Background: an optimization exercise with open tools, aiming at a short achievable clock period and few clock cycles. Do not read the settings as production practice. Function was checked by simulation only, so behaviour that the tests miss may differ from the original. No driver is modelled on the clock port, so clocking that relies on it looks cheaper here than on a real chip.

## SCPU
module SCPU (
    input        clk,       
    input        reset,     
    input [31:0] inst_in,   
    input [31:0] Data_in,   
    output        mem_w,      
    output [31:0] PC_out,     
    output [31:0] Addr_out,   
    output [31:0] Data_out,   
    input [4:0] reg_sel,   
    output [31:0] reg_data,   
    output [2:0] DMType_out,
    output MemRead_out
);
For scale: about 29000 cells after synthesis, about 200 I/O pins.
export LEC_CHECK = 0
export CAP_MARGIN = 20
export CORE_MARGIN = 2
export CORE_UTILIZATION = 35
export PLACE_DENSITY = 0.55
export SLEW_MARGIN = 20
export SYNTH_HIERARCHICAL = 1
create_clock -name core_clock -period 15.0 [get_ports {clk}]
standard.sh (not shown) runs the stock make flow with config.mk's settings and CLKGATE_MAP_FILE= SYNTH_SCRIPT=/design/flow/synth_recipe.tcl, a recipe that flattens the netlist after the stock synthesis.
==> flow/flow/run.sh <==
#!/bin/bash
# Own layout flow: the standard flow (standard.sh), with the standard synthesis
# unchanged, and then a layout that works harder on timing:
#  - the port buffers are plain buffers (buf_4) that the resizer may size freely
#    (MATCH_CELL_FOOTPRINT=0 lets it swap to any equivalent cell);
#  - setup repair aims at a margin below the design's clock period, on the worst
#    endpoints (TNS_END_PERCENT), so the achieved period comes out shorter;
#  - after global routing, flow/post_grt.tcl fixes any max slew / capacitance
#    violation that the timing repair left.
# If global routing finds the layout too congested, the layout is redone from the
# floorplan with a lower utilization.
# The clock period, the constraints and the clock tree are the design's.
# Each tool's output is in the ORFS logs (orfs/logs/...); make's in log_*.txt here.
set -uo pipefail
bash standard.sh synth > log_synth.txt 2>&1 || exit 1
common=(
  MATCH_CELL_FOOTPRINT=0
  "BUFFER_PORTS_ARGS=-buffer_cell sky130_fd_sc_hd__buf_4"
  SETUP_SLACK_MARGIN=8
  TNS_END_PERCENT=5
  POST_GLOBAL_ROUTE_TCL=$(pwd)/flow/post_grt.tcl
)
if bash standard.sh "${common[@]}" finish > log_layout.txt 2>&1; then
  exit 0
fi
res=orfs/results/sky130hd/SCPU/base
if [[ -f $res/5_1_grt.odb || ! -f $res/4_1_cts.odb ]]; then
  exit 1  # failed elsewhere than in global routing
fi
mkdir -p logs_try1
cp -r orfs/logs logs_try1/ 2>/dev/null
rm -f $res/2_* $res/3_* $res/4_* $res/5_* $res/6_* $res/route.guide
bash standard.sh "${common[@]}" CORE_UTILIZATION=28 PLACE_DENSITY=0.48 finish > log_layout2.txt 2>&1 || exit 1
==> flow/flow/post_grt.tcl <==
# Sourced by ORFS's global_route.tcl at its end (POST_GLOBAL_ROUTE_TCL). The setup
# repair there can leave max slew / max capacitance violations; fix them, keeping the
# global routing up to date as global_route.tcl does for its own repairs.
puts "Repair max slew and capacitance left after the timing repair..."
log_cmd global_route -start_incremental
repair_design_helper
log_cmd detailed_placement
log_cmd global_route -end_incremental
log_cmd estimate_parasitics -global_routing
report_check_types -max_slew -max_cap -violators
report_worst_slack -max
Testbench counts at the start, summed over its fixed seeds: cycles 29,276.
Rerun with:
--- a/flow/design.v
+++ b/flow/design.v
@@ -143,27 +143,24 @@
   ctrl U_ctrl0 (
       .ir(inst_in), .is_lui(n_lui0), .is_auipc(n_auipc0), .is_jal(n_jal0), .is_jalr(n_jalr0),
       .is_br(n_br0), .is_ld(n_ld0), .is_st(n_st0), .is_op(n_op0), .use1(n_u10), .use2(n_u20),
       .wr(n_wr0), .sub(n_sub0), .sra(n_sra0), .dmtype(n_dm0),
       .imm_a(n_imma0), .imm_m(n_immm0), .imm_c(n_immc0), .imm_u(n_immu0)
   );
   wire [31:0] nword_0, nword_1;
-  wire [11:0] nspc_0, nspc_1, nspn_0, nspn_1, ntgt_0, ntgt_1;
+  wire [11:0] nspc_0, nspc_1, ntgt_0, ntgt_1;
   wire        njmp_0, njmp_1, hit_0, hit_1;
   PC U_IS (
       .clk(clk), .rst(reset),
       .we(v & pv), .wpc(ppc), .spc(pc0), .wdat(ir0),
-      .rpc0(lpc_0), .rdat0(nword_0), .rspc0(nspc_0), .rspn0(nspn_0), .rjmp0(njmp_0), .rtgt0(ntgt_0),
-      .hit0(hit_0),
-      .rpc1(lpc_1), .rdat1(nword_1), .rspc1(nspc_1), .rspn1(nspn_1), .rjmp1(njmp_1), .rtgt1(ntgt_1),
-      .hit1(hit_1)
+      .rpc0(lpc_0), .rdat0(nword_0), .rspc0(nspc_0), .rjmp0(njmp_0), .rtgt0(ntgt_0), .hit0(hit_0),
+      .rpc1(lpc_1), .rdat1(nword_1), .rspc1(nspc_1), .rjmp1(njmp_1), .rtgt1(ntgt_1), .hit1(hit_1)
   );
   wire [31:0] nword = c0 ? nword_1 : nword_0;
   wire [11:0] nspc = c0 ? nspc_1 : nspc_0;
-  wire [11:0] nspn = c0 ? nspn_1 : nspn_0;
   wire [11:0] ntgt = c0 ? ntgt_1 : ntgt_0;
   wire        njmp = c0 ? njmp_1 : njmp_0;
   wire        hit = c0 ? hit_1 : hit_0;
   wire n_lui1, n_auipc1, n_jal1, n_jalr1, n_br1, n_ld1, n_st1, n_op1, n_u11, n_u21, n_wr1;
   wire n_sub1, n_sra1;
   wire [2:0] n_dm1;
   wire [31:0] n_imma1, n_immm1, n_immc1, n_immu1;
@@ -247,15 +244,15 @@
     o1c <= (n_br1 | n_jalr1) ? n1a : 32'd0;
     o1d <= n_br1 ? n1b : 32'd0;
     o1m <= (n_ld1 | n_st1) ? n1a : 32'd0;
     o1s <= n_st1 ? n1b : 32'd0;
     s1 <= nspc;
     bps <= (bpu && nspc[3:0] == bpi) ? bpn :
            bpv[nspc[3:0]] ? bpc[nspc[3:0]] : {nword[31], 1'b0};
-    s1n <= nspn;
+    s1n <= nspc + 12'd1;
     j1 <= njmp;
     t1 <= ntgt;
     fa <= n_fa;
     fb <= n_fb;
     bp1 <= n_dep & n_br1;
     alu0s <= ~(n_lui0 | n_auipc0 | n_jal0 | n_jalr0 | n_ld0);
     alu1s <= ~(n_lui1 | n_auipc1 | n_jal1 | n_jalr1 | n_ld1);
@@ -421,32 +418,29 @@
     input             we,
     input      [11:0] wpc,    
     input      [11:0] spc,    
     input      [31:0] wdat,
     input      [11:0] rpc0,    
     output     [31:0] rdat0,   
     output     [11:0] rspc0,   
-    output     [11:0] rspn0,   
     output            rjmp0,   
     output     [11:0] rtgt0,   
     output            hit0,
     input      [11:0] rpc1,
     output     [31:0] rdat1,
     output     [11:0] rspc1,
-    output     [11:0] rspn1,
     output            rjmp1,
     output     [11:0] rtgt1,
     output            hit1
 );
   localparam N = 1 << IW;
   localparam TW = 12 - IW;   
   reg [N-1:0] cv;
   reg [TW-1:0] ctag[0:N-1];
   reg [11:0] cspc[0:N-1];
-  reg [11:0] cspn[0:N-1];
   reg [N-1:0] cjmp;
   reg [11:0] ctgt[0:N-1];
   reg [31:0] cdat[0:N-1];
   wire [IW-1:0] widx = wpc[IW-1:0];
   wire is_jal = (wdat[6:2] == 5'b11011);
   wire [31:0] imm_b = {{19{wdat[31]}}, wdat[31], wdat[7], wdat[30:25], wdat[11:8], 1'b0};
   wire [31:0] imm_j = {{11{wdat[31]}}, wdat[31], wdat[19:12], wdat[20], wdat[30:21], 1'b0};
@@ -455,30 +449,27 @@
   always @(posedge clk, posedge rst)
     if (rst) cv <= {N{1'b0}};
     else if (we) cv[widx] <= 1'b1;
   always @(posedge clk)
     if (we) begin
       ctag[widx] <= wpc[11:IW];
       cspc[widx] <= spc;
-      cspn[widx] <= spc + 12'd1;
       cjmp[widx] <= (spc != wpc + 12'd1);
       ctgt[widx] <= tgt;
       cdat[widx] <= wdat;
     end
   wire [IW-1:0] ridx0 = rpc0[IW-1:0];
   assign rdat0 = cdat[ridx0];
   assign rspc0 = cspc[ridx0];
-  assign rspn0 = cspn[ridx0];
   assign rjmp0 = cjmp[ridx0];
   assign rtgt0 = ctgt[ridx0];
   assign hit0 = cv[ridx0] && (ctag[ridx0] == rpc0[11:IW]);
   wire [IW-1:0] ridx1 = rpc1[IW-1:0];
   assign rdat1 = cdat[ridx1];
   assign rspc1 = cspc[ridx1];
-  assign rspn1 = cspn[ridx1];
   assign rjmp1 = cjmp[ridx1];
   assign rtgt1 = ctgt[ridx1];
   assign hit1 = cv[ridx1] && (ctag[ridx1] == rpc1[11:IW]);
 endmodule
 module RF (
     input         clk,
     input         rst,
Result: Synthesized area is lower by 9.1%; fmax fell by 1.6%; die area goes down by 9.1%; clock-buffer cell count decreases by 99; flip-flop and latch count fell by 768; global-route usage increases by 0.52 points; worst hold slack barely changes; setup slack gets worse by 0.13 ns; core utilization came out lower by 0.10 points; non-clock buffer count came out lower by 183; routed wire length came out lower by 7.2%.
Testbench counts after the change, summed over its fixed seeds: cycles 29,276.

re-timing with driven ports:
How much do the figures lean on ideal ports? The routed layouts below were timed once more, with nothing changed but the port constraints. Step 1: set_driving_cell puts a clkbuf_16 on clk and a buf_2 on each other input, an assumption about the parent block. Step 2 moves the port delays by t, midway between the first and last clock arrival at a register: inputs arrive t later, outputs are due t later. That takes back most of the time a late clock gives input paths. a / b / c = no drivers / after step 1 / after step 2; a / b = the first two.
run | shift t [ns] | setup slack, ns | latest minus earliest clock arrival (ns) | slew at the worst register clock pin (ns) | worst slew at a driven data input, ns
the first run | 1.261 | 6.971 / 6.447 / 6.223 | 0.146 / 0.146 | 0.09 / 0.09 | 0.61
the second run | 1.256 | 6.842 / 6.354 / 6.284 | 0.146 / 0.145 | 0.08 / 0.08 | 0.83
After both steps setup and hold are still met in every run listed. For the first run, which loses most, drivers alone change the setup slack by -0.524 ns; drivers and shift together by -0.748 ns.
